Source: an optimization exercise on an open RTL-to-GDS flow (aim: small area). Production flows keep margins and buffers that such runs may drop. In this exercise RTL edits were held to simulation tests only and were not proved equivalent to the original. No activity file was given, so power comes from the tool's default toggle rates. The clock port is modelled as an ideal driver; clocking choices that lean on that would not hold on a real chip.

## flow/design.v

```verilog
module router_fifo(clk,resetn,soft_reset,write_enb_next,read_enb,d_in,empty,d_out,full);
	input clk,resetn,soft_reset,read_enb,write_enb_next;
	input [7:0]d_in;
	output empty,full;
	output [7:0]d_out;
	reg [4:0]count;
	reg rd_q, wr_q, wr_n;
	reg [7:0] mem [15:0];
	integer i;
	assign full  = count[4];
	assign empty = (count==5'd0);
	wire rd = read_enb && !empty;
	wire inc = wr_q && !rd, dec = rd && !wr_q;
	wire [4:0] tog;
	assign tog[0] = inc || dec;
	assign tog[1] = (inc && count[0]) || (dec && !count[0]);
	assign tog[2] = (inc && &count[1:0]) || (dec && !(|count[1:0]));
	assign tog[3] = (inc && &count[2:0]) || (dec && !(|count[2:0]));
	assign tog[4] = (inc && &count[3:0]) || (dec && !(|count[3:0]));
	wire [4:0] count_next = (!resetn || soft_reset) ? 5'd0 : count^tog;
	wire wr_next = write_enb_next && !count_next[4];
	always@(posedge clk)
		begin
			mem[0]<=({8{wr_q}}&d_in)|({8{wr_n}}&mem[0]);
			for(i=1;i<16;i=i+1)
				mem[i]<=({8{wr_q}}&mem[i-1])|({8{wr_n}}&mem[i]);
		end
	always@(posedge clk)
		begin
			count<=count_next;
			wr_q<=wr_next;
			wr_n<=!wr_next;
			rd_q<=resetn && !soft_reset && rd;
		end
	assign d_out = rd_q ? mem[count[3:0]] : 8'b0;
endmodule
module router_fsm(clk,resetn,pkt_valid,d_in,fifo_full,empty_0,empty_1,
                  empty_2,soft_reset_0,soft_reset_1,soft_reset_2,parity_done,
                  low_pkt_valid,write_enb_reg,detect_add,ld_state,laf_state,lfd_state,
                  full_state,rst_int_reg,busy,write_enb_reg_next);
	input [1:0]d_in;
	input clk,resetn,pkt_valid,fifo_full,empty_0,empty_1,empty_2,soft_reset_0,
	      soft_reset_1,soft_reset_2,parity_done,low_pkt_valid;
	output write_enb_reg_next;
	output write_enb_reg,detect_add,ld_state,laf_state,lfd_state,full_state,rst_int_reg,busy;
	parameter DECODE_ADDRESS     = 3'b000,
	          LOAD_FIRST_DATA    = 3'b001,
	          WAIT_TILL_EMPTY    = 3'b010,
	          LOAD_DATA          = 3'b011,
	          LOAD_PARITY        = 3'b100,
	          FIFO_FULL_STATE    = 3'b101,
	          LOAD_AFTER_FULL    = 3'b110,
	          CHECK_PARITY_ERROR = 3'b111;
	reg [2:0]next_state,present_state;
	wire sel_empty = (d_in==2'd0) ? empty_0 :
	                 (d_in==2'd1) ? empty_1 :
	                 (d_in==2'd2) ? empty_2 : 1'b0;
	wire addr_ok = (d_in!=2'd3);
	wire sr_hit = (soft_reset_0 && d_in==2'd0) ||
	              (soft_reset_1 && d_in==2'd1) ||
	              (soft_reset_2 && d_in==2'd2);
	wire [2:0] state_d = (!resetn || sr_hit) ? DECODE_ADDRESS : next_state;
	always@(posedge clk)
		present_state <= state_d;
	assign write_enb_reg_next = (state_d == LOAD_DATA) ||
	                            (state_d == LOAD_AFTER_FULL) ||
	                            (state_d == LOAD_PARITY);
	always@(*)
		begin
			case(present_state)
				DECODE_ADDRESS :
					if(pkt_valid && addr_ok)
						next_state = sel_empty ? LOAD_FIRST_DATA : WAIT_TILL_EMPTY;
					else
						next_state = DECODE_ADDRESS;
				LOAD_FIRST_DATA :
					next_state = LOAD_DATA;
				WAIT_TILL_EMPTY :
					next_state = sel_empty ? LOAD_FIRST_DATA : WAIT_TILL_EMPTY;
				LOAD_DATA :
					if(fifo_full)
						next_state = FIFO_FULL_STATE;
					else if(!pkt_valid)
						next_state = LOAD_PARITY;
					else
						next_state = LOAD_DATA;
				LOAD_PARITY :
					next_state = CHECK_PARITY_ERROR;
				FIFO_FULL_STATE :
					next_state = fifo_full ? FIFO_FULL_STATE : LOAD_AFTER_FULL;
				LOAD_AFTER_FULL :
					if(parity_done)
						next_state = DECODE_ADDRESS;
					else if(low_pkt_valid)
						next_state = LOAD_PARITY;
					else
						next_state = LOAD_DATA;
				default :  
					next_state = fifo_full ? FIFO_FULL_STATE : DECODE_ADDRESS;
			endcase
		end
	assign detect_add    = (present_state == DECODE_ADDRESS);
	assign lfd_state     = (present_state == LOAD_FIRST_DATA);
	assign ld_state      = (present_state == LOAD_DATA);
	assign write_enb_reg = (present_state == LOAD_DATA) ||
	                       (present_state == LOAD_AFTER_FULL) ||
	                       (present_state == LOAD_PARITY);
	assign full_state    = (present_state == FIFO_FULL_STATE);
	assign laf_state     = (present_state == LOAD_AFTER_FULL);
	assign rst_int_reg   = (present_state == CHECK_PARITY_ERROR);
	assign busy          = !(detect_add || ld_state);
endmodule
module router_register(clk,resetn,pkt_valid,fifo_full,rst_int_reg,detect_add,
                       ld_state,laf_state,lfd_state,parity_done,
                       low_pkt_valid,error,d_out,d_in);
	input clk,resetn,pkt_valid,fifo_full,rst_int_reg,detect_add,
	      ld_state,laf_state,lfd_state;
	input [7:0]d_in;
	output reg parity_done,low_pkt_valid,error;
	output reg [7:0]d_out;
	reg [7:0]full_state_byte,internal_parity,packet_parity;
	wire ld_in = (detect_add && pkt_valid && d_in[1:0]!=2'b11) || (ld_state && !fifo_full);
	wire hold  = !ld_in && !laf_state;
	always@(posedge clk)
		d_out <= ({8{ld_in}} & d_in) | ({8{laf_state}} & full_state_byte) | ({8{hold}} & d_out);
	always@(posedge clk)
		if(ld_state && fifo_full)
			full_state_byte<=d_in;
	wire acc = detect_add || (pkt_valid && ld_state);
	always@(posedge clk)
		internal_parity <= ({8{!detect_add}} & internal_parity) ^ ({8{acc}} & d_in);
	always@(posedge clk)
		if(ld_state && !pkt_valid)
			packet_parity<=d_in;
	always@(posedge clk)
		begin
			if(!resetn)
				error<=1'b0;
			else if(parity_done)
				error<=(internal_parity!=packet_parity);
		end
	always@(posedge clk)
		begin
			if(!resetn)
				parity_done<=1'b0;
			else if(ld_state && !pkt_valid)
				parity_done<=1'b1;
			else if(laf_state && low_pkt_valid && !parity_done)
				parity_done<=1'b1;
			else if(detect_add)
				parity_done<=1'b0;
		end
	always@(posedge clk)
		begin
			if(!resetn)
				low_pkt_valid<=1'b0;
			else if(ld_state && !pkt_valid)
				low_pkt_valid<=1'b1;
			else if(rst_int_reg)
				low_pkt_valid<=1'b0;
		end
endmodule
module router_syn(clk,resetn,d_in,write_enb_reg,detect_add,vld_out_0,vld_out_1,vld_out_2,read_enb_0,read_enb_1,read_enb_2,write_enb,fifo_full,empty_0,empty_1,empty_2,soft_reset_0,soft_reset_1,soft_reset_2,full_0,full_1,full_2,write_enb_reg_next,write_enb_next);
	input clk,resetn,empty_0,empty_1,empty_2,full_0,full_1,full_2,detect_add,write_enb_reg,read_enb_0,read_enb_1,read_enb_2;
	input [1:0]d_in;
	output reg soft_reset_0,soft_reset_1,soft_reset_2;
	output fifo_full;
	output [2:0] write_enb;
	output vld_out_0,vld_out_1,vld_out_2;
	input write_enb_reg_next;
	output [2:0] write_enb_next;
	reg [1:0]temp;
	reg [4:0]count;
	assign vld_out_0 = ~empty_0;
	assign vld_out_1 = ~empty_1;
	assign vld_out_2 = ~empty_2;
	wire [1:0] temp_d = detect_add ? d_in : temp;
	always@(posedge clk)
		temp<=temp_d;
	assign write_enb_next[0] = write_enb_reg_next && (temp_d==2'b00);
	assign write_enb_next[1] = write_enb_reg_next && (temp_d==2'b01);
	assign write_enb_next[2] = write_enb_reg_next && (temp_d==2'b10);
	assign fifo_full = (temp==2'b00) ? full_0 :
	                   (temp==2'b01) ? full_1 :
	                   (temp==2'b10) ? full_2 : 1'b0;
	assign write_enb[0] = write_enb_reg && (temp==2'b00);
	assign write_enb[1] = write_enb_reg && (temp==2'b01);
	assign write_enb[2] = write_enb_reg && (temp==2'b10);
	wire any  = vld_out_0 || vld_out_1 || vld_out_2;
	wire rd   = vld_out_0 ? read_enb_0 : vld_out_1 ? read_enb_1 : read_enb_2;
	wire tick = any && !rd;
	wire hit  = tick && (count==5'd29);
	always@(posedge clk)
		begin
			if(!resetn || !tick || hit)
				count<=5'b0;
			else
				count<=count+5'b1;
		end
	always@(posedge clk)
		begin
			if(!resetn)
				begin
					soft_reset_0<=1'b0;
					soft_reset_1<=1'b0;
					soft_reset_2<=1'b0;
				end
			else
				begin
					soft_reset_0<=hit && vld_out_0;
					soft_reset_1<=hit && !vld_out_0 && vld_out_1;
					soft_reset_2<=hit && !vld_out_0 && !vld_out_1;
				end
		end
endmodule
module router_top(clk,resetn,read_enb_0,read_enb_1,read_enb_2,d_in,pkt_valid,
		d_out_0,d_out_1,d_out_2,vld_out_0,vld_out_1,vld_out_2,
		error,busy);
	input clk,resetn,read_enb_0,read_enb_1,read_enb_2,pkt_valid;
	input [7:0]d_in;
	output vld_out_0,vld_out_1,vld_out_2,error,busy;
	output [7:0]d_out_0,d_out_1,d_out_2;
	wire [2:0]write_enb, write_enb_next;
	wire [7:0]d_out;
	router_register register(clk,resetn,pkt_valid,fifo_full,rst_int_reg,detect_add,ld_state,laf_state,
				lfd_state,parity_done,low_pkt_valid,error,d_out,d_in);
	router_syn syn(clk,resetn,d_in[1:0],write_enb_reg,detect_add,vld_out_0,vld_out_1,vld_out_2,read_enb_0,read_enb_1,read_enb_2,
			write_enb,fifo_full,empty_0,empty_1,empty_2,soft_reset_0,soft_reset_1,soft_reset_2,full_0,full_1,full_2,write_enb_reg_next,write_enb_next);
	router_fsm fsm(clk,resetn,pkt_valid,d_in[1:0],fifo_full,empty_0,empty_1,empty_2,soft_reset_0,soft_reset_1,soft_reset_2,
			parity_done,low_pkt_valid,write_enb_reg,detect_add,ld_state,laf_state,lfd_state,full_state,rst_int_reg,busy,write_enb_reg_next);
	router_fifo fifo_0(clk,resetn,soft_reset_0,write_enb_next[0],read_enb_0,d_out,empty_0,d_out_0,full_0);
	router_fifo fifo_1(clk,resetn,soft_reset_1,write_enb_next[1],read_enb_1,d_out,empty_1,d_out_1,full_1);
	router_fifo fifo_2(clk,resetn,soft_reset_2,write_enb_next[2],read_enb_2,d_out,empty_2,d_out_2,full_2);
endmodule
```

## flow/config.mk

```make
export PLATFORM = sky130hd
export DESIGN_NAME = router_top
export DESIGN_NICKNAME = router_top
export VERILOG_FILES = /design/flow/design.v
export SDC_FILE = /design/flow/constraint.sdc
export NUM_CORES = 4
export LEC_CHECK = 0
export CAP_MARGIN = 20
export CORE_MARGIN = 2
export CORE_UTILIZATION = 70
export GPL_TIMING_DRIVEN = 0
export PLACE_DENSITY = 0.8
export SLEW_MARGIN = 20
```

## flow/flow/run.sh

```bash
#!/bin/bash
# Standard ORFS layout (the standard.sh) with three changes:
#  - synthesis is the standard synthesis script, with only the ABC
#    technology-mapping script replaced by an area-oriented one (registers,
#    their names and cell types are untouched: ABC maps combinational logic);
#  - clock tree synthesis without dummy loads;
#  - the port buffers use the smallest buffer cell.
set -euo pipefail
WORK=$(pwd)
FLOWDIR=$WORK/flow
cat > $WORK/my_synth.tcl <<EOT
proc abc {args} {
  set i [lsearch \$args -script]
  if {\$i >= 0} { lset args [expr {\$i+1}] $FLOWDIR/abc_area.script }
  yosys abc {*}\$args
}
source $WORK/synth_recipe.tcl
EOT
bash $WORK/standard.sh SYNTH_SCRIPT=$WORK/my_synth.tcl \
  "CTS_ARGS=-sink_clustering_enable -repair_clock_nets -dont_use_dummy_load -sink_clustering_size 16 -sink_clustering_max_diameter 60 -buf_list sky130_fd_sc_hd__clkbuf_8" \
  "BUFFER_PORTS_ARGS=-buffer_cell sky130_fd_sc_hd__buf_1" \
  finish > $WORK/standard_flow.log 2>&1
```

## flow/flow/abc_area.script

```
strash
dch -f
map -a
mfs2 -a
&get -n
&st
&dch -f
&nf -a -R 1000
&put
topo
```

## flow/constraint.sdc

```tcl
create_clock -name core_clock -period 5.0 [get_ports {clk}]
set_input_delay 1.0000 -clock core_clock [delete_from_list [all_inputs] [get_ports {clk}]]
set_output_delay 1.0000 -clock core_clock [all_outputs]
set_load 0.01 [all_outputs]
```

## flow/standard.sh

```bash
#!/bin/bash
# synth_recipe.tcl (not shown) runs the flow's synth.tcl, then flattens the netlist and writes it again
# the make line also repeats each setting of config.mk as NAME=value (left out here)
make -C /OpenROAD-flow-scripts/flow DESIGN_CONFIG=/design/flow/config.mk WORK_HOME=/design/flow/orfs CLKGATE_MAP_FILE= SYNTH_SCRIPT=/design/flow/synth_recipe.tcl "${@:-finish}"
```

==> results by group, run 1 <==
Synth
  – Cell area after synthesis: roughly 0.016 mm^2
  – Synthesized flop and latch total: 456
  – Synth top area share: between 50% and 60%
  – Count of cell types in the netlist: 38
  – Largest area contributor in the netlist: dfxtp_1
  – Seq/Total Area, Yosys: 57.77%
  – Post-Syn Instances: 1,378
  – Ys Warns: 25
  – Area contributors post-synth: dfxtp_1, a22o_1, a222oi_1
  – Synth Net Count: 1,400
  – Top-count cell post-synth: dfxtp_1
  – Ys flop type: dfxtp_1
  – Mean Syn Cell Area: 11.67 um^2
  – Async set or reset register ratio after synthesis: 0%
  – Post-synth EDFFs: 16
  – Post-synth top cells: dfxtp_1, a22o_1, nand2_1

Power
  – Total power: 8072 uW
  – Seq pwr share: 58.0%
  – Sw frac: 34.35%
  – Portion of total power attributed to the clock network: a little over 20%
  – Gate power share: 21.2%
  – Pleak: ~0.0064 uW
  – PwrDens: 465.0 mW/mm^2
  – Psw: 2772 uW
  – Internal power: between 5000 and 6000 uW
  – Peak VDD IR: 0.0003333 V

Finish
  – Fillers: 1,549
  – Nets@finish: 1,489
  – Fraction of layout cells with a size suffix above 1: around 4.8%
  – Antenna diodes: 0
  – Register area: 0.009311 mm^2
  – Area growth, synth to finish: 7.968%
  – Multi-input logic area: 0.006803 mm^2

STA
  – RSZ-0062 raised after global routing: no
  – Measured slew at the worst slew-check pin: 1.181 ns
  – Worst hold slack: 0.4756 ns
  – Max Slew Vio Count: 0
  – F_max: between 200 and 250 MHz
  – Setup Viol. Count Final: 0
  – Max_slew headroom: about 21%
  – Final cycle utilization of the critical path: 83.55%
  – Final Hold Fails: 0
  – Layout Skew: between 0.03 and 0.04 ns
  – Final min period: 4.178 ns

Min path
  – WHS Path Cells: 1
  – Hold Path Class: flop to flop

Place
  – Hpwl dp: 23.22 mm
  – Routability cong.: 0.7847
  – Port Buf Inserts: between 40 and 50

Die
  – Die Y: 155.6 um
  – Core area: approximately 0.023 mm^2
  – Initial Utilization: 71.24%
  – Die area: 0.02420 mm^2
  – Die X: approximately 160 um
  – Ports: 43
  – Cell row count: 55

Drt
  – DR DRC count: 0
  – Drt pass-1 iters: 8
  – Via count: 12,460
  – Final ANT Viol Nets: 0
  – Vias per cell: 7.118
  – DR WL/cell: between 20 and 25 um
  – Starting DRT DRC Count: 1,761
  – Final Routed Wirelength: roughly 37 mm

Global route
  – Largest net degree at the start of global routing: 83
  – Number of global-route vias before repair: 11,220
  – GRT Util Overall: 29.92%
  – Grt ovf: 0
  – Initial antenna violation count: 0
  – First-pass GRT wire length: 59.04 mm

Critical path
  – CP Capture Type: output pin
  – Critical Path Source Type: flop
  – Crit path kind: flop to output pin
  – CP required: around 4 ns
  – Crit path arrival time: 3.18 ns
  – Reg2Reg Depth: 9
  – Crit-path max FO: 11

Clock tree
  – CTS H-tree depth: 2
  – CTS Buf Count: 34
  – Clock buffer depth: 3
  – Clk latency of the worst-skew pair: 0.54 ns
  – Sink Count: 456
  – Postcts setup bufs: 0
  – CTS resizes: 0
  – CTS Hold Buffers Added: 0
  – CTS tree: yes
  – Worst-path clk slew: ~0.090 ns
  – Root buffer cell: clkbuf_8

Job
  – Max-cap violations: 0

Run status
  – Outcome: timing/DRC/antenna clean
==> kinds of logic (layout without fill, tap and decap cells) <==
kind of cell             after synthesis  count (layout)  synth area share [%]
buffers and inverters                 23             110                0.5369
AO/OA/AOI/OAI                        617             617                 32.38
XOR/XNOR                              26              26                 1.416
AND/OR/NAND/NOR                      245             245                 7.089
flip-flops                           456             456                 57.77
adder cells (fa/ha/maj)                8               8                0.6225
multiplexers                           3               3                0.1868
==> worst max-delay path, stage by stage (launching register included) <==
cell,delay (ns)
dfxtp_1,0.66
nand2_1,0.21
nor2_1,0.86
a222oi_1,0.25
and4_1,0.30
a31oi_1,0.19
buf_1,0.18
==> power by group through the flow <==
stage / registers, uW / clock network (uW) / logic [uW]
6_report: 4680 / 1670 / 1710
5_1_grt: 4740 / 1830 / 1870
4_1_cts: 4670 / 1700 / 1690
3_5_place_dp: 4750 / 0 / 1680
3_3_place_gp: 4830 / 0 / 1420
2_1_floorplan: 4590 / 0 / 1060
==> routing by layer <==
| metal | vias up | GRT usage, % | part of all wire, % |
|---|---|---|---|
| met5 | - | 0 | 0 |
| met4 | 0 | 10.66 | 2.7 |
| met3 | 73 | 4.389 | 7.2 |
| met2 | 482 | 45.55 | 45 |
| met1 | 6088 | 43.86 | 45 |
| li1 | 5813 | - | - |
==> state kept, by name (all words and copies together), names as in the netlist, 2 cells and up <==
| register | count |
|---|---|
| fifo_0.count | 5 |
| fifo_0.mem | 128 |
| fifo_1.count | 5 |
| fifo_1.mem | 128 |
| fifo_2.count | 5 |
| fifo_2.mem | 128 |
| fsm.present_state | 3 |
| register.d_out | 8 |
| register.full_state_byte | 8 |
| register.internal_parity | 8 |
| register.packet_parity | 8 |
| syn.count | 5 |
| syn.temp | 2 |
==> final cells by class <==
| class | count | share of cell area [%] |
|---|---|---|
| Inverter | 23 | 0.4973 |
| Clock buffer | 34 | 2.695 |
| Multi-Input combinational cell | 899 | 39.19 |
| Timing Repair Buffer | 53 | 1.932 |
| Tap cell | 285 | 2.054 |
| Sequential cell | 456 | 53.64 |
==> through the flow <==
stage / util, % / area [um^2] / TNS, ns / worst slack, ns / cells
after floorplan: - / 16080 / 0 / 0.8120 / 1378
after global placement: 73.51 / 16590 / -0.7881 / -0.2533 / 1705
after detailed placement: 74.79 / 16880 / 0 / 1.417 / 1716
after CTS: 76.87 / 17350 / 0 / 0.8159 / 1750
after global routing: 76.91 / 17360 / 0 / 0.7340 / 1750
final: 76.91 / 17360 / 0 / 0.8223 / 1750
==> cells in the final DEF, fill, tap and decap left out, types with 13 or more instances in the layout <==
master    netlist  final
a21oi_1        32     32
a221oi_1       13     13
a222oi_1       68     68
a22o_1        395    395
a22oi_1        64     64
buf_1           0     42
clkbuf_8        0     34
clkinv_1       23     23
dfxtp_1       440    434
edfxtp_1       16     16
nand2_1        85     85
nand2b_1       17     17
nand3_1        25     25
nor2_1         60     60
nor3_2          0     16
xor2_1         19     19
==> worst paths after layout <==
check                                     start           end  slack (ns)
worst min register to register     syn.count[0]  syn.count[0]        0.48
worst max register to register  fifo_0.count[0]   fifo_0.wr_n        1.62
worst max-delay path            fifo_0.count[0]    d_out_0[7]        0.82
worst min-delay path               syn.count[0]  syn.count[0]        0.48
==> inputs of run 2 (changes only) <==
--- a/flow/config.mk
+++ b/flow/config.mk
@@ -8,6 +8,8 @@
 export CAP_MARGIN = 20
 export CORE_MARGIN = 2
 export CORE_UTILIZATION = 70
-export GPL_TIMING_DRIVEN = 0
+export CTS_BUF_LIST = sky130_fd_sc_hd__clkbuf_8
+export CTS_CLUSTER_DIAMETER = 100
+export CTS_CLUSTER_SIZE = 30
 export PLACE_DENSITY = 0.8
 export SLEW_MARGIN = 20
==> run 2 against run 1 <==
Still clean; critical path depth stayed put; worst hold slack improved by 0.0068 ns; total power up 0.46%; clock skew grew 0.0025 ns; highest routed layer unchanged.
==> results by group, run 2 <==
Drt
  – Starting DRT DRC Count: ~1,700
  – DR DRC count: 0
  – Drt pass-1 iters: 7
  – Final ANT Viol Nets: 0
  – Vias per cell: 7.087
  – Final Routed Wirelength: around 38 mm
  – Via count: 12,510
  – DR WL/cell: between 20 and 25 um

Global route
  – Number of global-route vias before repair: 11,640
  – Initial antenna violation count: 1
  – Grt ovf: 0
  – Largest net degree at the start of global routing: 101
  – GRT Util Overall: between 30% and 40%
  – First-pass GRT wire length: 61.27 mm

Critical path
  – Critical Path Source Type: flop
  – CP Capture Type: output pin
  – Reg2Reg Depth: 9
  – Crit-path max FO: 10
  – Worst Setup SP: fifo_0.count[1]
  – CP max stage cell: nor3_1
  – Max incr delay on CP: around 0.9 ns
  – Crit path arrival time: a little over 3 ns
  – RR Startpoint: fifo_0.count[1]
  – CP Cell Sequence: nand2b_1, nor3_1, a222oi_1, and4_1, a31oi_1, buf_1
  – R2R setup slack: 1.91 ns
  – CP required: ~4 ns
  – Crit path kind: flop to output pin
  – Reg2reg end: fifo_0.wr_n

Die
  – Die area: 0.02420 mm^2
  – Cell row count: 55
  – Die X: 155.6 um
  – Initial Utilization: between 70 and 80%
  – Core area: 0.02257 mm^2
  – Ports: 43
  – Die Y: 155.6 um

STA
  – Measured slew at the worst slew-check pin: 1.150 ns
  – Final cycle utilization of the critical path: roughly four fifths
  – Final Hold Fails: 0
  – Final min period: 4.043 ns
  – Layout Skew: 0.03562 ns
  – Setup ws final: 0.9570 ns
  – F_max: 247.3 MHz
  – RSZ-0062 raised after global routing: no
  – Setup_tns: 0 ns
  – Max_slew headroom: between 20 and 25%
  – Setup Viol. Count Final: 0
  – Max Slew Vio Count: 0
  – Worst hold slack: 0.4823 ns

Finish
  – Fraction of layout cells with a size suffix above 1: 4.665%
  – Top flop regs: fifo_0.mem x128, fifo_1.mem x128, fifo_2.mem x128
  – Core Util, Final: about three quarters
  – Nets@finish: between 1,500 and 2,000
  – Most frequent cells in the layout: dfxtp_1, a22o_1, nand2_1, a222oi_1, a22oi_1
  – Fillers: 1,556
  – Commonest non-fill, non-tap cell in the layout: dfxtp_1
  – Area growth, synth to finish: 7.610%
  – Finished Layout Cells: 1,765

Power
  – PwrDens: 468.7 mW/mm^2
  – Pleak: 0.006346 uW
  – Peak VDD IR: 0.0003193 V

Synth
  – Top-count cell post-synth: dfxtp_1
  – Synth Net Count: between 1,000 and 1,500
  – Ys Warns: 25
  – Count of cell types in the netlist: 38
  – Synthesized flop and latch total: 456
  – Seq/Total Area, Yosys: between 50% and 60%
  – Cell area after synthesis: approximately 0.016 mm^2
  – Area contributors post-synth: dfxtp_1, a22o_1, a222oi_1
  – Post-Syn Instances: 1,378
  – Synth top area share: between 50% and 60%
  – Post-synth EDFFs: 16
  – Largest area contributor in the netlist: dfxtp_1
  – Mean Syn Cell Area: between 10 and 15 um^2
  – Post-synth top cells: dfxtp_1, a22o_1, nand2_1
  – Ys flop type: dfxtp_1
  – Async set or reset register ratio after synthesis: 0%

Min path
  – Hold Path Origin: fifo_0.mem[15][6]
  – Hold Crit Endpoint: fifo_0.mem[15][6]
  – Hold Path Class: flop to flop
  – WHS Path Cells: 1

Place
  – Port Buf Inserts: 42
  – Hpwl dp: between 20 and 25 mm
  – Routability cong.: 0.8114
  – Pre-CTS WS: 1.555 ns
  – Post-Place Cells: 1,729

Clock tree
  – Clk latency of the worst-skew pair: between 0.5 and 0.6 ns
  – Clock buffer depth: 3
  – Root buffer cell: clkbuf_8
  – Sink Count: 456
  – CTS resizes: 0
  – CTS H-tree depth: 2
  – Worst-path clk slew: around 0.090 ns
  – CTS tree: yes
  – CTS Buf Count: 35
  – Postcts setup bufs: 0
  – CTS Hold Buffers Added: 0

Run status
  – Outcome: timing/DRC/antenna clean

Job
  – Max-cap violations: 0
## run 2: worst max-delay path by stage
stage	to	slack [ns]
3_3_place_gp	d_out_0[5]	1.63
6_report	d_out_0[6]	0.96
4_1_cts	d_out_0[6]	0.97
5_1_grt	d_out_0[2]	0.92
2_1_floorplan	fifo_2.wr_n	0.81
3_5_place_dp	d_out_1[0]	1.56
## run 2: routing by layer
layer	wire [um]	global-route usage [%]	vias up	part of all wire [%]
met5	0	0	-	0
met4	1409	12.71	0	3.7
met3	3503	6.778	97	9.1
met2	16720	47.03	524	44
met1	16740	44.06	6062	44
li1	-	-	5826	-
## run 2: power by group
| group | internal [uW] | total [uW] | switching [uW] |
|---|---|---|---|
| sequential | 4050 | 4650 | 596 |
| combinational | 646 | 1760 | 1110 |
| clock | 632 | 1710 | 1070 |
## run 2: worst max-delay path: cells and delay by family (launching register included)
| kind | cells | cell delay, ns |
|---|---|---|
| compound gates | 2 | 0.40 |
| buf+inv | 1 | 0.18 |
| flops | 1 | 0.53 |
| simple gates | 3 | 1.37 |
## run 2: logic make-up (layout without fill, tap and decap cells)
group,Yosys count,count (layout),synth area share (%)
compound gates,617,617,32.38
flops,456,456,57.77
simple gates,245,245,7.089
xor+xnor,26,26,1.416
buf+inv,23,124,0.5369
fa+ha+maj,8,8,0.6225
mux,3,3,0.1868
other cells,0,1,0
## run 2: cell type report
type                            instances  area [um^2]  area share [%]
Sequential cell                       456         9311           53.81
Multi-Input combinational cell        899         6726           38.87
Clock buffer                           35        481.7           2.784
Tap cell                              285        356.6           2.061
Timing Repair Buffer                   66        337.8           1.952
Inverter                               23        86.33          0.4990
Antenna cell                            1        2.502         0.01446
## run 2: stage by stage
| stage | instance area [um^2] | total power [uW] |
|---|---|---|
| 4_1_cts | 17290 | 8082 |
| 3_3_place_gp | 16810 | 6351 |
| 6_report | 17300 | 8109 |
| 2_1_floorplan | 16080 | 5653 |
| 3_5_place_dp | 16810 | 6417 |
| 5_1_grt | 17300 | 8489 |
==> inputs of run 3 (changes only) <==
--- a/flow/config.mk
+++ b/flow/config.mk
@@ -7,9 +7,9 @@
 export LEC_CHECK = 0
 export CAP_MARGIN = 20
 export CORE_MARGIN = 2
-export CORE_UTILIZATION = 70
+export CORE_UTILIZATION = 80
 export CTS_BUF_LIST = sky130_fd_sc_hd__clkbuf_8
 export CTS_CLUSTER_DIAMETER = 100
 export CTS_CLUSTER_SIZE = 30
-export PLACE_DENSITY = 0.8
+export PLACE_DENSITY = 0.86
 export SLEW_MARGIN = 20
==> run 3 against run 2 <==
Combinational power grew 3%; cell area down 0.44%; sequential share of layout area is 0.24 points higher; die area fell by 12%; worst hold slack worse by 0.0061 ns; clock-buffer cell count down 1; synthesized cell count unchanged; cell count fell by 1.5%; via count grew 3.9%; critical endpoint unchanged; largest cell class unchanged.
==> results by group, run 3 <==
Finish
  – Most frequent cells in the layout: dfxtp_1, a22o_1, nand2_1, a222oi_1, a22oi_1
  – Antenna diodes: 0
  – Top flop regs: fifo_0.mem x128, fifo_1.mem x128, fifo_2.mem x128
  – Register area: 0.009311 mm^2
  – Area growth, synth to finish: 7.135%
  – Commonest non-fill, non-tap cell in the layout: dfxtp_1
  – Multi-input logic area: 0.006720 mm^2
  – Nets@finish: approximately 1,500
  – Fillers: 967
  – Finished Layout Cells: around 1,700
  – Fraction of layout cells with a size suffix above 1: 4.274%

Critical path
  – Worst path buffer plus inverter count: 1
  – R2R setup slack: roughly 1.9 ns
  – CP required: 4.00 ns
  – Crit path arrival time: 3.18 ns
  – CP Cell Sequence: nand2_1, nor3_1, a222oi_1, and4_1, a31oi_1, buf_1
  – Delay-heaviest family, CP: simple AND/OR/NAND/NOR gates
  – Crit path kind: flop to output pin
  – Max incr delay on CP: 0.91 ns
  – Crit-path max FO: 11
  – CP max stage cell: nor3_1
  – CP Capture Type: output pin
  – Critical Path Source Type: flop

Clock tree
  – CTS H-tree depth: 2
  – CTS resizes: 0
  – Clk latency of the worst-skew pair: 0.56 ns
  – CTS Hold Buffers Added: 0
  – Root buffer cell: clkbuf_8
  – Postcts setup bufs: 0
  – Clock buffer depth: 3
  – Worst-path clk slew: 0.09 ns
  – CTS tree: yes
  – CTS Buf Count: 34
  – Sink Count: 456

Power
  – Total power: 8117 uW
  – Peak VDD IR: between 0.0004 and 0.0005 V
  – PwrDens: about 470 mW/mm^2
  – Pleak: 0.006316 uW

Drt
  – DR WL/cell: between 20 and 25 um
  – Vias per cell: 7.473
  – Final ANT Viol Nets: 0
  – Drt pass-1 iters: 10
  – DR DRC count: 0
  – Starting DRT DRC Count: 2,046
  – Via count: between 10,000 and 15,000
  – Final Routed Wirelength: 40.18 mm

Job
  – Max-cap violations: 0

Synth
  – Synth Net Count: 1,400
  – Count of cell types in the netlist: 38
  – Top-count cell post-synth: dfxtp_1
  – Mean Syn Cell Area: 11.67 um^2
  – Post-synth top cells: dfxtp_1, a22o_1, nand2_1
  – Cell area after synthesis: 0.01608 mm^2
  – Synthesized flop and latch total: 456
  – Ys flop type: dfxtp_1
  – Ys Warns: 25
  – Area contributors post-synth: dfxtp_1, a22o_1, a222oi_1
  – Largest area contributor in the netlist: dfxtp_1
  – Async set or reset register ratio after synthesis: 0%
  – Synth top area share: 54.78%
  – Post-synth EDFFs: 16
  – Seq/Total Area, Yosys: 57.77%
  – Post-Syn Instances: 1,378

Global route
  – Number of global-route vias before repair: 12,320
  – GRT Util Overall: 36.51%
  – Grt ovf: 0
  – Initial antenna violation count: 1
  – Largest net degree at the start of global routing: 130
  – First-pass GRT wire length: 64.02 mm

STA
  – Layout Skew: 0.02335 ns
  – Max_slew headroom: 22.08%
  – Max Slew Vio Count: 0
  – RSZ-0062 raised after global routing: no
  – Setup_tns: 0 ns
  – Final min period: 4.176 ns
  – Measured slew at the worst slew-check pin: about 1.2 ns
  – Final Hold Fails: 0
  – F_max: 239.5 MHz
  – Setup Viol. Count Final: 0
  – Final cycle utilization of the critical path: 83.52%
  – Setup ws final: ~0.82 ns

Die
  – Cell row count: 51
  – Die area: between 0.02 and 0.025 mm^2
  – Ports: 43
  – Die X: 145.8 um
  – Core area: around 0.02 mm^2
  – Die Y: 145.8 um
  – Initial Utilization: around 82%

Place
  – Pre-CTS WS: 1.495 ns
  – Hpwl dp: 24.42 mm
  – Post-Place Cells: 1,704
  – Port Buf Inserts: 42
  – Routability cong.: 0.9032

Run status
  – Outcome: timing/DRC/antenna clean

Min path
  – Hold Path Class: flop to flop
==> run 3: cell counts after synthesis <==
Identical to the previous run, type by type.
==> run 3: logic make-up (layout without fill, tap and decap cells) <==
family / after synthesis / after routing / share of synthesized area, %
AOI/OAI and AO/OA: 617 / 617 / 32.38
xor gates and xnor gates: 26 / 26 / 1.416
adders and majority gates: 8 / 8 / 0.6225
buffers and inverters: 23 / 119 / 0.5369
DFF: 456 / 456 / 57.77
muxes: 3 / 3 / 0.1868
and+or+nand+nor: 245 / 245 / 7.089
==> run 3: cell type report <==
cell class	instances	share of cell area, %
Sequential cell	456	54.05
Inverter	23	0.5012
Clock buffer	34	2.716
Multi-Input combinational cell	899	39.01
Tap cell	265	1.925
Timing Repair Buffer	62	1.794
==> run 3: report_power, final <==
part,switching (uW),total (uW),internal [uW]
Sequential,563,4610,4050
Clock,1080,1690,615
Combinational,1180,1810,632
==> run 3: worst paths after layout <==
| kind | startpoint | end | cells after the start |
|---|---|---|---|
| max reg2reg | fifo_1.count[0] | fifo_1.wr_n | 10 |
| min | syn.count[0] | syn.count[0] | 1 |
| max | fifo_0.count[0] | d_out_0[6] | 6 |
| min reg2reg | syn.count[0] | syn.count[0] | 1 |
==> run 3: metal layers <==
layer / vias to the layer above / wire, um / GRT usage (%)
met5: - / 13 / 0
met4: 2 / 1527 / 15.69
met3: 135 / 3804 / 7.022
met2: 757 / 18830 / 58.49
met1: 6285 / 16000 / 48.87
li1: 5816 / - / -
==> run 3: per-stage QoR <==
step                      util, %  hold WS (ns)  area, um^2
after detailed placement    85.45        0.4570       16740
after global placement      85.45        0.4485       16740
after floorplan                 -        0.4337       16080
after global routing        87.94        0.5105       17230
after CTS                   87.84        0.4790       17210
final                       87.94        0.4763       17230
==> inputs of run 4 (changes only) <==
--- a/flow/config.mk
+++ b/flow/config.mk
@@ -8,8 +8,5 @@
 export CAP_MARGIN = 20
 export CORE_MARGIN = 2
 export CORE_UTILIZATION = 80
-export CTS_BUF_LIST = sky130_fd_sc_hd__clkbuf_8
-export CTS_CLUSTER_DIAMETER = 100
-export CTS_CLUSTER_SIZE = 30
 export PLACE_DENSITY = 0.86
 export SLEW_MARGIN = 20
==> run 4 against run 3 <==
Non-clock buffer count unchanged; combinational power about the same; clock power barely moved; worst hold slack unchanged; setup slack unchanged; area after synthesis unchanged; highest routed layer unchanged.
==> results by group, run 4 <==
Synth
  – Synth Net Count: 1,400
  – Count of cell types in the netlist: 38
  – Area contributors post-synth: dfxtp_1, a22o_1, a222oi_1
  – Synthesized flop and latch total: 456
  – Top-count cell post-synth: dfxtp_1
  – Cell area after synthesis: 0.01608 mm^2
  – Async set or reset register ratio after synthesis: 0%
  – Post-synth top cells: dfxtp_1, a22o_1, nand2_1
  – Post-Syn Instances: 1,378
  – Post-synth EDFFs: 16
  – Mean Syn Cell Area: between 10 and 15 um^2
  – Synth top area share: 54.78%
  – Ys Warns: 25
  – Seq/Total Area, Yosys: between 50% and 60%
  – Largest area contributor in the netlist: dfxtp_1
  – Ys flop type: dfxtp_1

Global route
  – Initial antenna violation count: 1
  – Largest net degree at the start of global routing: 130
  – Grt ovf: 0
  – First-pass GRT wire length: around 64 mm
  – GRT Util Overall: 36.51%
  – Number of global-route vias before repair: 12,320

Die
  – Die X: 145.8 um
  – Initial Utilization: 82.08%
  – Die Y: 145.8 um
  – Ports: 43
  – Die area: 0.02125 mm^2
  – Core area: just under 0.02 mm^2
  – Cell row count: 51

Critical path
  – CP required: 4.00 ns
  – Crit path kind: flop to output pin
  – CP Capture Type: output pin
  – Crit path arrival time: ~3.2 ns
  – Critical Path Source Type: flop
  – Crit-path max FO: 11

Job
  – Max-cap violations: 0

Clock tree
  – Postcts setup bufs: 0
  – CTS tree: yes
  – CTS H-tree depth: 2
  – Sink Count: 456
  – Root buffer cell: clkbuf_8
  – Worst-path clk slew: 0.09 ns
  – Clk latency of the worst-skew pair: 0.56 ns
  – CTS Hold Buffers Added: 0
  – CTS resizes: 0
  – Clock buffer depth: 3
  – CTS Buf Count: 34

Drt
  – Wire length on met2: 18.83 mm
  – Final Routed Wirelength: about 40 mm
  – Vias per cell: 7.473
  – Met1 wire length: about 16 mm
  – Via count: 13,000
  – Top sig layer: met5
  – DR WL/cell: 23.10 um
  – Final ANT Viol Nets: 0
  – Starting DRT DRC Count: 2,046
  – Drt pass-1 iters: 10
  – DR DRC count: 0
  – Met3 WL: 3.804 mm

Finish
  – Commonest non-fill, non-tap cell in the layout: dfxtp_1
  – Fillers: 967
  – Antenna diodes: 0
  – Finished Layout Cells: roughly 1,700
  – Area growth, synth to finish: 7.135%
  – Top flop regs: fifo_0.mem x128, fifo_1.mem x128, fifo_2.mem x128
  – Most frequent cells in the layout: dfxtp_1, a22o_1, nand2_1, a222oi_1, a22oi_1
  – Fraction of layout cells with a size suffix above 1: under 10%
  – Register area: around 0.0093 mm^2
  – Multi-input logic area: 0.006720 mm^2
  – Nets@finish: 1,498

STA
  – Final min period: 4.176 ns
  – Final Hold Fails: 0
  – Setup Viol. Count Final: 0
  – Max Slew Vio Count: 0
  – F_max: 239.5 MHz
  – Measured slew at the worst slew-check pin: about 1.2 ns
  – Max_slew headroom: 22.08%
  – Final cycle utilization of the critical path: 83.52%
  – Layout Skew: approximately 0.023 ns
  – Setup_tns: 0 ns
  – RSZ-0062 raised after global routing: no

Power
  – PwrDens: 471.2 mW/mm^2
  – Peak VDD IR: 0.0004301 V
  – Pleak: 0.006316 uW

Min path
  – Hold Path Class: flop to flop

Run status
  – Outcome: timing/DRC/antenna clean

Place
  – Routability cong.: 0.9032
  – Post-Place Cells: 1,704
  – Port Buf Inserts: 42
  – Hpwl dp: 24.42 mm
==> run 4: cell counts after synthesis <==
No cell type changed its count.
==> run 4: area by class of cell <==
cell class | instances | area share (%)
Inverter | 23 | 0.5012
Multi-Input combinational cell | 899 | 39.01
Clock buffer | 34 | 2.716
Timing Repair Buffer | 62 | 1.794
Tap cell | 265 | 1.925
Sequential cell | 456 | 54.05
==> run 4: cells by family (layout without fill, tap and decap cells) <==
logic type      after synthesis  count (layout)  synth area share [%]
simple gates                245             245                 7.089
fa+ha+maj                     8               8                0.6225
flops                       456             456                 57.77
mux                           3               3                0.1868
xor+xnor                     26              26                 1.416
buf+inv                      23             119                0.5369
compound gates              617             617                 32.38
==> run 4: worst paths after layout <==
path | from | to | slack, ns | cells after the start
setup / recovery | fifo_0.count[0] | d_out_0[6] | 0.82 | 6
hold / removal | syn.count[0] | syn.count[0] | 0.48 | 1
setup reg to reg | fifo_1.count[0] | fifo_1.wr_n | 1.88 | 10
hold reg to reg | syn.count[0] | syn.count[0] | 0.48 | 1
==> run 4: stage by stage <==
stage / cell area (um^2) / hold WS (ns) / setup WS [ns] / power, uW / util, %
global route: 17230 / 0.5105 / 0.8219 / 8424 / 87.94
CTS: 17210 / 0.4790 / 0.8966 / 8032 / 87.84
floorplan: 16080 / 0.4337 / 0.8120 / 5653 / -
global placement: 16740 / 0.4485 / 1.644 / 6296 / 85.45
finish: 17230 / 0.4763 / 0.8238 / 8117 / 87.94
detailed placement: 16740 / 0.4570 / 1.495 / 6381 / 85.45
==> run 4: metal layers <==
layer,vias to the layer above,global-route usage (%)
met3,135,7.022
met4,2,15.69
met5,-,0
met2,757,58.49
met1,6285,48.87
li1,5816,-
==> run 4: power by group <==
group | total, uW | leakage, uW | switching [uW] | internal (uW)
sequential | 4610 | 0.00371 | 563 | 4050
clock | 1690 | 0.000244 | 1080 | 615
combinational | 1810 | 0.00236 | 1180 | 632
==> run 4: worst max-delay path: stages (launching register included) <==
cell and delay, ns:
dfxtp_1 0.58, nand2_1 0.18, nor3_1 0.91, a222oi_1 0.25
and4_1 0.30, a31oi_1 0.23, buf_1 0.18
==> inputs of run 5 (changes only) <==
--- a/flow/config.mk
+++ b/flow/config.mk
@@ -7,6 +7,6 @@
 export LEC_CHECK = 0
 export CAP_MARGIN = 20
 export CORE_MARGIN = 2
-export CORE_UTILIZATION = 80
-export PLACE_DENSITY = 0.86
+export CORE_UTILIZATION = 86
+export PLACE_DENSITY = 0.9
 export SLEW_MARGIN = 20
==> run 5 against run 4 <==
Setup slack got worse by 0.21 ns; still clean; sequential share of layout area increased by 0.11 points; first-iteration DRC count increased by 34%; combinational power increased by 8%.
==> results by group, run 5 <==
STA
  – Final cycle utilization of the critical path: ~88%
  – Max Slew Vio Count: 0
  – Measured slew at the worst slew-check pin: 1.277 ns
  – RSZ-0062 raised after global routing: no
  – Final Hold Fails: 0
  – Layout Skew: 0.04184 ns
  – Max_slew headroom: 14.24%
  – Final min period: approximately 4.4 ns
  – Setup_tns: 0 ns
  – F_max: 227.7 MHz
  – Setup Viol. Count Final: 0

Critical path
  – RR Startpoint: fifo_1.count[0]
  – Crit path kind: flop to output pin
  – Reg2reg end: fifo_1.wr_n
  – Critical Path Source Type: flop
  – CP Capture Type: output pin
  – Crit path arrival time: approximately 3.4 ns
  – Reg2Reg Depth: 10
  – R2R setup slack: 1.70 ns
  – Crit-path max FO: 11
  – CP required: 4.00 ns

Synth
  – Top-count cell post-synth: dfxtp_1
  – Async set or reset register ratio after synthesis: 0%
  – Seq/Total Area, Yosys: 57.77%
  – Ys Warns: 25
  – Mean Syn Cell Area: 11.67 um^2
  – Post-synth EDFFs: 16
  – Count of cell types in the netlist: 38
  – Cell area after synthesis: roughly 0.016 mm^2
  – Ys flop type: dfxtp_1
  – Synthesized flop and latch total: 456
  – Area contributors post-synth: dfxtp_1, a22o_1, a222oi_1
  – Synth top area share: 54.78%
  – Post-synth top cells: dfxtp_1, a22o_1, nand2_1
  – Post-Syn Instances: 1,378
  – Synth Net Count: 1,400
  – Largest area contributor in the netlist: dfxtp_1

Finish
  – Top flop regs: fifo_0.mem x128, fifo_1.mem x128, fifo_2.mem x128
  – Fraction of layout cells with a size suffix above 1: 4.277%
  – Most frequent cells in the layout: dfxtp_1, a22o_1, nand2_1, a222oi_1, a22oi_1
  – Commonest non-fill, non-tap cell in the layout: dfxtp_1
  – Nets@finish: 1,497
  – Area growth, synth to finish: 6.918%
  – Core Util, Final: 92.84%

Clock tree
  – Postcts setup bufs: 0
  – CTS H-tree depth: 2
  – Clock buffer depth: 3
  – Clk latency of the worst-skew pair: 0.57 ns
  – CTS Buf Count: 34
  – CTS resizes: 0
  – Root buffer cell: clkbuf_8
  – Worst-path clk slew: 0.10 ns
  – Sink Count: roughly 460
  – CTS tree: yes
  – CTS Hold Buffers Added: 0

Global route
  – Initial antenna violation count: 1
  – Grt ovf: 0
  – First-pass GRT wire length: approximately 73 mm
  – Largest net degree at the start of global routing: approximately 130
  – GRT Util Overall: 45.57%
  – Number of global-route vias before repair: 13,340

Power
  – Peak VDD IR: roughly 0.00044 V
  – PwrDens: 484.9 mW/mm^2
  – Pleak: 0.006315 uW

Drt
  – Vias per cell: 8.214
  – DR DRC count: 0
  – Final ANT Viol Nets: 0
  – DR WL/cell: 27.23 um
  – Final Routed Wirelength: roughly 47 mm
  – Via count: 14,030
  – Starting DRT DRC Count: 2,735
  – Drt pass-1 iters: 18

Min path
  – Hold Crit Endpoint: fifo_0.mem[15][1]
  – WHS Path Cells: 1
  – Hold Path Class: flop to flop
  – Hold Path Origin: fifo_0.mem[15][1]

Die
  – Die area: approximately 0.020 mm^2
  – Die Y: 140.7 um
  – Initial Utilization: 86.83%
  – Cell row count: 50
  – Die X: 140.7 um
  – Core area: between 0.015 and 0.02 mm^2
  – Ports: 43

Run status
  – Outcome: timing/DRC/antenna clean

Place
  – Routability cong.: 0.8859
  – Hpwl dp: 26.67 mm
  – Port Buf Inserts: 42

Job
  – Max-cap violations: 0
-- run 5: cell counts after synthesis --
No cell type changed its count.
-- run 5: cell type report --
cell class	instances	area, um^2
Inverter	23	86.33
Fill cell	598	1326
Multi-Input combinational cell	899	6725
Antenna cell	1	2.502
Clock buffer	34	467.9
Sequential cell	456	9311
Timing Repair Buffer	61	305.3
Tap cell	234	292.8
-- run 5: cell families after synthesis --
| group | Yosys count | synth area share [%] |
|---|---|---|
| AOI/OAI and AO/OA | 617 | 32.38 |
| DFF | 456 | 57.77 |
| and+or+nand+nor | 245 | 7.089 |
| xor gates and xnor gates | 26 | 1.416 |
| buffers and inverters | 23 | 0.5369 |
| adders and majority gates | 8 | 0.6225 |
| muxes | 3 | 0.1868 |
-- run 5: metrics by stage --
step | total power (uW) | instance area (um^2) | setup WS [ns] | hold WS (ns) | instances
2_1_floorplan | 5653 | 16080 | 0.8120 | 0.4337 | 1378
3_3_place_gp | 6275 | 16690 | 1.675 | 0.4492 | 1672
3_5_place_dp | 6444 | 16700 | 1.470 | 0.4577 | 1673
4_1_cts | 8151 | 17170 | 0.7779 | 0.4746 | 1707
5_1_grt | 8560 | 17190 | 0.5814 | 0.4898 | 1707
6_report | 8337 | 17190 | 0.6091 | 0.4798 | 1708
-- run 5: power by group --
part           total [uW]  internal [uW]  leakage (uW)  switching (uW)
Sequential           4670           4050       0.00371             615
Clock                1720            616      0.000244            1110
Combinational        1950            635       0.00236            1310
Total                8340           5300       0.00632            3040
-- run 5: how the worst max path moves through the flow --
stage / slack [ns] / endpoint / startpoint
4_1_cts: 0.78 / d_out_0[4] / fifo_0.count[2]
3_5_place_dp: 1.47 / d_out_0[6] / fifo_0.count[0]
2_1_floorplan: 0.81 / fifo_2.wr_n / fifo_2.wr_q
5_1_grt: 0.58 / d_out_0[6] / fifo_0.count[0]
3_3_place_gp: 1.67 / d_out_0[3] / fifo_0.count[2]
6_report: 0.61 / d_out_0[4] / fifo_0.count[0]
-- run 5: worst max-delay path, cell delays in order (launching register included) --
cell and delay, ns:
dfxtp_1 0.64, nand2_1 0.23, nor3_1 0.95, a222oi_1 0.35
and4_1 0.31, a31oi_1 0.18, buf_1 0.17
-- run 5: layer usage --
layer	up-vias	global-route usage [%]	routed length (um)
li1	5818	-	-
met1	6625	58.79	16450
met2	1265	72.30	21380
met3	322	9.069	5668
met4	0	26.42	3011
met5	-	0	0
==> inputs of run 6 (changes only) <==
--- a/flow/design.v
+++ b/flow/design.v
@@ -2,14 +2,15 @@
 	input clk,resetn,soft_reset,read_enb,write_enb_next;
 	input [7:0]d_in;
 	output empty,full;
-	output [7:0]d_out;
+	output reg [7:0]d_out;
 	reg [4:0]count;
-	reg rd_q, wr_q, wr_n;
+	reg wr_q, wr_n;
 	reg [7:0] mem [15:0];
 	integer i;
 	assign full  = count[4];
 	assign empty = (count==5'd0);
 	wire rd = read_enb && !empty;
+	wire [3:0] head = count[3:0]-4'd1;
 	wire inc = wr_q && !rd, dec = rd && !wr_q;
 	wire [4:0] tog;
 	assign tog[0] = inc || dec;
@@ -30,9 +31,8 @@
 			count<=count_next;
 			wr_q<=wr_next;
 			wr_n<=!wr_next;
-			rd_q<=resetn && !soft_reset && rd;
-		end
-	assign d_out = rd_q ? mem[count[3:0]] : 8'b0;
+			d_out<=(resetn && !soft_reset && rd) ? mem[head] : 8'b0;
+		end
 endmodule
 module router_fsm(clk,resetn,pkt_valid,d_in,fifo_full,empty_0,empty_1,
                   empty_2,soft_reset_0,soft_reset_1,soft_reset_2,parity_done,
--- a/flow/config.mk
+++ b/flow/config.mk
@@ -7,6 +7,6 @@
 export LEC_CHECK = 0
 export CAP_MARGIN = 20
 export CORE_MARGIN = 2
-export CORE_UTILIZATION = 86
-export PLACE_DENSITY = 0.9
+export CORE_UTILIZATION = 70
+export PLACE_DENSITY = 0.8
 export SLEW_MARGIN = 20
==> run 6 against run 5 <==
Cell area rose by 3.7%; clock-buffer cell count rose by 2; worst hold slack barely moved; sequential power rose by 6.6%; first-iteration DRC count fell by 28%; highest routed layer unchanged.
==> results by group, run 6 <==
STA
  – F_max: 331.9 MHz
  – Final Hold Fails: 0
  – Final cycle utilization of the critical path: between 60 and 70%
  – RSZ-0062 raised after global routing: no
  – Setup Viol. Count Final: 0
  – Measured slew at the worst slew-check pin: 1.156 ns
  – Final min period: 3.013 ns
  – Max_slew headroom: 22.67%
  – Max Slew Vio Count: 0
  – Layout Skew: 0.02320 ns
  – Setup_tns: 0 ns

Global route
  – Number of global-route vias before repair: 11,730
  – Initial antenna violation count: 0
  – Grt ovf: 0
  – GRT Util Overall: about a third
  – First-pass GRT wire length: 63.27 mm
  – Largest net degree at the start of global routing: 77

Drt
  – Final Routed Wirelength: 40.02 mm
  – Wire length on met2: 18.02 mm
  – DR WL/cell: 21.78 um
  – Via count: 12,930
  – Starting DRT DRC Count: 1,961
  – Vias per cell: between 7 and 8
  – DR DRC count: 0
  – Met3 WL: 3.178 mm
  – Drt pass-1 iters: 7
  – Met1 wire length: 17.50 mm
  – Final ANT Viol Nets: 0
  – Top sig layer: met4

Power
  – PwrDens: between 400 and 500 mW/mm^2
  – Peak VDD IR: 0.0003424 V
  – Total power: 8571 uW
  – Pleak: 0.006560 uW

Die
  – Die X: roughly 160 um
  – Initial Utilization: 70.82%
  – Core area: 0.02333 mm^2
  – Die area: 0.02485 mm^2
  – Die Y: 157.6 um
  – Ports: 43
  – Cell row count: 56

Synth
  – Cell area after synthesis: 0.01652 mm^2
  – Mean Syn Cell Area: 11.66 um^2
  – Async set or reset register ratio after synthesis: 0%
  – Synth top area share: 55.85%
  – Post-synth EDFFs: 16
  – Synth Net Count: 1,439
  – Seq/Total Area, Yosys: between 50% and 60%
  – Top-count cell post-synth: dfxtp_1
  – Area contributors post-synth: dfxtp_1, a22o_1, a22oi_1
  – Ys flop type: dfxtp_1
  – Synthesized flop and latch total: ~480
  – Ys Warns: 25
  – Post-Syn Instances: around 1,400
  – Count of cell types in the netlist: 38
  – Post-synth top cells: dfxtp_1, a22o_1, nand2_1
  – Largest area contributor in the netlist: dfxtp_1

Place
  – Port Buf Inserts: 42
  – Routability cong.: between 0.8 and 0.9
  – Hpwl dp: 24.13 mm
  – Post-Place Cells: between 1,500 and 2,000
  – Dpl cell area: between 0.015 and 0.02 mm^2

Clock tree
  – Root buffer cell: clkbuf_8
  – CTS resizes: 0
  – Clock buffer depth: 3
  – Sink Count: about 480
  – Clk latency of the worst-skew pair: ~0.55 ns
  – CTS Buf Count: 36
  – CTS Hold Buffers Added: 0
  – Worst-path clk slew: 0.09 ns
  – Postcts setup bufs: 0
  – CTS H-tree depth: 2
  – CTS tree: yes

Critical path
  – Crit-path max FO: 15
  – R2R setup slack: 2.38 ns
  – Crit path kind: flop to output pin
  – Crit path arrival time: 2.01 ns
  – Critical Path Source Type: flop
  – CP max stage cell: or3_1
  – CP Cell Sequence: or3_1, and2_0, buf_1
  – CP required: around 4 ns
  – Max incr delay on CP: 0.66 ns
  – CP Capture Type: output pin

Finish
  – Fillers: 1,644
  – Antenna diodes: 0
  – Top flop regs: fifo_0.mem x128, fifo_1.mem x128, fifo_2.mem x128
  – Design area: approximately 0.018 mm^2
  – Most frequent cells in the layout: dfxtp_1, a22o_1, nand2_1, a22oi_1, nor2_1
  – Register area: 0.009732 mm^2
  – Commonest non-fill, non-tap cell in the layout: dfxtp_1
  – Finished Layout Cells: 1,837
  – Fraction of layout cells with a size suffix above 1: roughly 5%
  – Area growth, synth to finish: 7.874%
  – Core Util, Final: 76.40%
  – Nets@finish: roughly 1,500
  – Multi-input logic area: roughly 0.0068 mm^2

Min path
  – Hold Path Class: flop to flop

Run status
  – Outcome: timing/DRC/antenna clean

Job
  – Max-cap violations: 0
## run 6: cell types whose count changed after synthesis, sizes merged, moves of 8 or more
cell    before  now
a222oi      68   47
dfxtp      440  461
nand4       10   24
a22oi       64   77
nand2       85   94
a221oi      13   21
and4         8    0
o21a        12    4
## run 6: per-stage QoR
stage                     hold slack, ns  setup WS, ns
after floorplan                   0.4334         1.253
after global placement            0.4487         2.086
after detailed placement          0.4556         1.960
after CTS                         0.4846         1.996
after global routing              0.4942         1.826
final                             0.4802         1.987
## run 6: logic make-up (layout without fill, tap and decap cells)
logic type	Yosys count	in the layout	synth area share, %
AND/OR/NAND/NOR	252	252	6.958
adder cells (fa/ha/maj)	8	8	0.6058
AO/OA/AOI/OAI	629	629	31.59
XOR/XNOR	24	24	1.272
buffers and inverters	22	123	0.4997
flip-flops	477	477	58.76
multiplexers	5	5	0.3180
## run 6: report_power, final
part	internal [uW]	switching, uW	total [uW]
sequential	4290	690	4980
clock	651	1130	1780
combinational	686	1130	1820
total	5620	2950	8570
## run 6: area by class of cell
class                           count  area share, %
Timing Repair Buffer               65          1.853
Multi-Input combinational cell    918          38.07
Sequential cell                   477          54.59
Clock buffer                       36          2.780
Inverter                           22         0.4633
Tap cell                          319          2.239
## run 6: critical path, delay by kind of cell, from the launching register on
family / cells / cell delay (ns)
DFF: 1 / 0.43
buffers and inverters: 1 / 0.12
and+or+nand+nor: 2 / 0.92
## run 6: path summary, 6_finish.rpt
| path | start | to | depth (start not counted) |
|---|---|---|---|
| max | fsm.present_state[2] | busy | 3 |
| min | fifo_1.mem[15][0] | fifo_1.mem[15][0] | 1 |
| max reg2reg | fifo_0.count[0] | fifo_0.wr_q | 11 |
| min reg2reg | fifo_1.mem[15][0] | fifo_1.mem[15][0] | 1 |
## run 6: layer usage
metal / vias up / global-route usage (%)
met2: 576 / 48.16
met5: - / 0
met1: 6323 / 46.34
li1: 5932 / -
met4: 0 / 12.55
met3: 103 / 4.900
==> inputs of run 7 (changes only) <==
--- a/flow/design.v
+++ b/flow/design.v
@@ -2,15 +2,14 @@
 	input clk,resetn,soft_reset,read_enb,write_enb_next;
 	input [7:0]d_in;
 	output empty,full;
-	output reg [7:0]d_out;
+	output [7:0]d_out;
 	reg [4:0]count;
-	reg wr_q, wr_n;
+	reg rd_q, wr_q, wr_n;
 	reg [7:0] mem [15:0];
 	integer i;
 	assign full  = count[4];
 	assign empty = (count==5'd0);
 	wire rd = read_enb && !empty;
-	wire [3:0] head = count[3:0]-4'd1;
 	wire inc = wr_q && !rd, dec = rd && !wr_q;
 	wire [4:0] tog;
 	assign tog[0] = inc || dec;
@@ -31,8 +30,9 @@
 			count<=count_next;
 			wr_q<=wr_next;
 			wr_n<=!wr_next;
-			d_out<=(resetn && !soft_reset && rd) ? mem[head] : 8'b0;
-		end
+			rd_q<=resetn && !soft_reset && rd;
+		end
+	assign d_out = rd_q ? mem[count[3:0]] : 8'b0;
 endmodule
 module router_fsm(clk,resetn,pkt_valid,d_in,fifo_full,empty_0,empty_1,
                   empty_2,soft_reset_0,soft_reset_1,soft_reset_2,parity_done,
--- a/flow/flow/run.sh
+++ b/flow/flow/run.sh
@@ -17,6 +17,6 @@
 source $WORK/synth_recipe.tcl
 EOT
 bash $WORK/standard.sh SYNTH_SCRIPT=$WORK/my_synth.tcl \
-  "CTS_ARGS=-sink_clustering_enable -repair_clock_nets -dont_use_dummy_load -sink_clustering_size 16 -sink_clustering_max_diameter 60 -buf_list sky130_fd_sc_hd__clkbuf_8" \
+  "CTS_ARGS=-sink_clustering_enable -repair_clock_nets -dont_use_dummy_load -sink_clustering_size 32 -sink_clustering_max_diameter 80 -buf_list sky130_fd_sc_hd__clkbuf_16" \
   "BUFFER_PORTS_ARGS=-buffer_cell sky130_fd_sc_hd__buf_1" \
   finish > $WORK/standard_flow.log 2>&1
--- a/flow/config.mk
+++ b/flow/config.mk
@@ -7,6 +7,6 @@
 export LEC_CHECK = 0
 export CAP_MARGIN = 20
 export CORE_MARGIN = 2
-export CORE_UTILIZATION = 70
-export PLACE_DENSITY = 0.8
+export CORE_UTILIZATION = 80
+export PLACE_DENSITY = 0.86
 export SLEW_MARGIN = 20
==> run 7 against run 6 <==
Largest power group unchanged; total power shrank 5.3%; register-to-register slack lost 0.60 ns; critical path type unchanged; largest cell class unchanged; worst hold slack lost 0.050 ns; routed wire length grew 0.11%.
==> results by group, run 7 <==
Finish
  – Core Util, Final: 87.79%
  – Most frequent cells in the layout: dfxtp_1, a22o_1, nand2_1, a222oi_1, a22oi_1
  – Fraction of layout cells with a size suffix above 1: 3.089%
  – Design area: 0.01720 mm^2
  – Antenna diodes: 0
  – Top flop regs: fifo_0.mem x128, fifo_1.mem x128, fifo_2.mem x128
  – Commonest non-fill, non-tap cell in the layout: dfxtp_1
  – Nets@finish: 1,481
  – Area growth, synth to finish: 6.964%

Synth
  – Ys Warns: 25
  – Cell area after synthesis: about 0.016 mm^2
  – Largest area contributor in the netlist: dfxtp_1
  – Post-Syn Instances: 1,378
  – Top-count cell post-synth: dfxtp_1
  – Synth top area share: 54.78%
  – Seq/Total Area, Yosys: 57.77%
  – Synth Net Count: 1,400
  – Post-synth EDFFs: 16
  – Mean Syn Cell Area: 11.67 um^2
  – Count of cell types in the netlist: 38
  – Synthesized flop and latch total: between 400 and 500
  – Area contributors post-synth: dfxtp_1, a22o_1, a222oi_1
  – Async set or reset register ratio after synthesis: 0%
  – Post-synth top cells: dfxtp_1, a22o_1, nand2_1
  – Ys flop type: dfxtp_1

Critical path
  – Crit path kind: flop to output pin
  – Max incr delay on CP: roughly 0.91 ns
  – CP max stage cell: nor3_1
  – CP Capture Type: output pin
  – Crit path arrival time: 3.10 ns
  – Critical Path Source Type: flop
  – CP Cell Sequence: nand2b_1, nor3_1, a222oi_1, and4_1, a31oi_1, buf_1
  – CP required: 4.00 ns
  – Crit-path max FO: 11

Drt
  – Via count: 12,850
  – Final Routed Wirelength: 40.06 mm
  – Starting DRT DRC Count: ~2,000
  – Vias per cell: 7.463
  – Final ANT Viol Nets: 0
  – DR WL/cell: approximately 23 um
  – DR DRC count: 0
  – Drt pass-1 iters: 11

Clock tree
  – Clk latency of the worst-skew pair: 0.54 ns
  – CTS Hold Buffers Added: 0
  – CTS H-tree depth: 1
  – CTS resizes: 0
  – CTS tree: yes
  – Clock buffer depth: 3
  – Worst-path clk slew: 0.12 ns
  – Sink Count: 456
  – Root buffer cell: clkbuf_16
  – CTS Buf Count: 18
  – Postcts setup bufs: 0

Power
  – Peak VDD IR: 0.0004629 V
  – Pleak: 0.006286 uW
  – PwrDens: 472.1 mW/mm^2

Die
  – Ports: 43
  – Initial Utilization: 82.08%
  – Die X: 145.8 um
  – Die area: 0.02125 mm^2
  – Core area: slightly below 0.02 mm^2
  – Cell row count: between 50 and 60
  – Die Y: approximately 150 um

STA
  – Max_slew headroom: 21.71%
  – Final Hold Fails: 0
  – Final min period: between 4 and 5 ns
  – F_max: between 200 and 250 MHz
  – Layout Skew: 0.05748 ns
  – Setup Viol. Count Final: 0
  – Max Slew Vio Count: 0
  – Measured slew at the worst slew-check pin: 1.165 ns
  – Final cycle utilization of the critical path: approximately 82%
  – Setup ws final: between 0.8 and 0.9 ns
  – RSZ-0062 raised after global routing: no
  – Setup_tns: 0 ns

Global route
  – Largest net degree at the start of global routing: 130
  – Grt ovf: 0
  – First-pass GRT wire length: between 60 and 70 mm
  – Number of global-route vias before repair: 12,190
  – Initial antenna violation count: 1
  – GRT Util Overall: 36.53%

Place
  – Hpwl dp: 24.42 mm
  – Routability cong.: 0.9032
  – Pre-CTS WS: 1.495 ns
  – Dpl cell area: 0.01674 mm^2
  – Port Buf Inserts: 42

Min path
  – Hold Path Class: flop to flop

Run status
  – Outcome: timing/DRC/antenna clean

Job
  – Max-cap violations: 0
==> run 7: cell count changes after synthesis, moves of 8 or more <==
cell	change
and4_1	+8
o21a_1	+8
nand2_1	-9
dfxtp_1	-21
a222oi_1	+21
a22oi_1	-13
nand4_1	-14
a221oi_1	-8
==> run 7: report_power, final <==
part	switching (uW)	total [uW]	internal, uW
clock network	1040	1700	656
logic	1180	1810	630
registers	562	4610	4050
==> run 7: kinds of logic after synthesis <==
logic type / after synthesis / synth area share (%)
AOI/OAI and AO/OA: 617 / 32.38
xor gates and xnor gates: 26 / 1.416
adders and majority gates: 8 / 0.6225
buffers and inverters: 23 / 0.5369
DFF: 456 / 57.77
muxes: 3 / 0.1868
and+or+nand+nor: 245 / 7.089
==> run 7: per-layer routing <==
metal  GRT usage [%]  vias to the layer above  wire, um
met5               0                        -        11
met4           15.78                        2      1621
met3           6.489                      149      3662
met2           57.71                      691     18730
met1           49.91                     6228     16040
li1                -                     5781         -
==> run 7: final timing paths <==
check / cells past startpoint / end / slack (ns) / from
worst min-delay path: 2 / register.d_out[1] / 0.43 / register.full_state_byte[1]
worst max register to register: 10 / fifo_1.wr_n / 1.78 / fifo_1.count[0]
worst min register to register: 2 / register.d_out[1] / 0.43 / register.full_state_byte[1]
worst max-delay path: 6 / d_out_0[7] / 0.90 / fifo_0.count[2]
==> run 7: area by class of cell <==
cell class              instances  area (um^2)
well taps                     265        331.6
fillers                       964         2391
flip-flops and latches        456         9311
repair buffers                 61        304.0
clock buffers                  18        450.4
multi-input cells             899         6715
inverters                      23        86.33
==> run 7: worst max-delay path, delay by kind of cell, from the launching register on <==
kind                   cells  cell delay (ns)
AO/OA/AOI/OAI              2             0.49
buffers and inverters      1             0.19
flip-flops                 1             0.55
AND/OR/NAND/NOR            3             1.34
==> run 7: through the flow <==
stage	power (uW)	instances	hold slack (ns)
after global routing	8428	1722	0.4631
after CTS	8045	1722	0.4268
after detailed placement	6381	1704	0.4570
final	8120	1722	0.4299
after global placement	6296	1704	0.4485
after floorplan	5653	1378	0.4337

## afterwards: timing with drivers on the ports
No port has a modelled driver above. Below, the same layouts with a new extraction and two added sets of constraints.
Step 1 assumes that a clkbuf_16 drives the clock port and a buf_2 every other input.
Step 2 adds t to the input delays and takes it off the output delays; t is the mean of the earliest and latest rising clock arrival at the registers after step 1. Input paths then give back, and output paths get back, about the clock's delay inside the block.
a / b / c = ideal ports / drivers / drivers and shift; a / b = the first two.
| run | t, ns | slack for setup (ns) | hold WS [ns] | worst data-port slew with drivers (ns) | pins driven straight from the clock port |
|---|---|---|---|---|---|
| run 1 | 0.575 | 0.822 / 0.775 / 1.350 | 0.476 / 0.476 / 0.476 | 0.03 | 1 |
| run 2 | 0.580 | 0.957 / 0.906 / 1.486 | 0.482 / 0.482 / 0.482 | 0.03 | 1 |
| run 3 | 0.587 | 0.824 / 0.778 / 1.365 | 0.476 / 0.476 / 0.476 | 0.04 | 1 |
| run 4 | 0.587 | 0.824 / 0.778 / 1.365 | 0.476 / 0.476 / 0.476 | 0.04 | 1 |
| run 5 | 0.595 | 0.609 / 0.566 / 1.160 | 0.480 / 0.480 / 0.480 | 0.05 | 1 |
| run 6 | 0.585 | 1.987 / 1.942 / 1.879 | 0.480 / 0.480 / 0.480 | 0.03 | 1 |
| run 7 | 0.561 | 0.898 / 0.848 / 1.409 | 0.430 / 0.430 / 0.430 | 0.04 | 1 |
After both steps setup and hold are still met in every run listed. The setup slack of run 6, which loses most, moves by -0.045 ns with the drivers and by -0.108 ns with both steps.
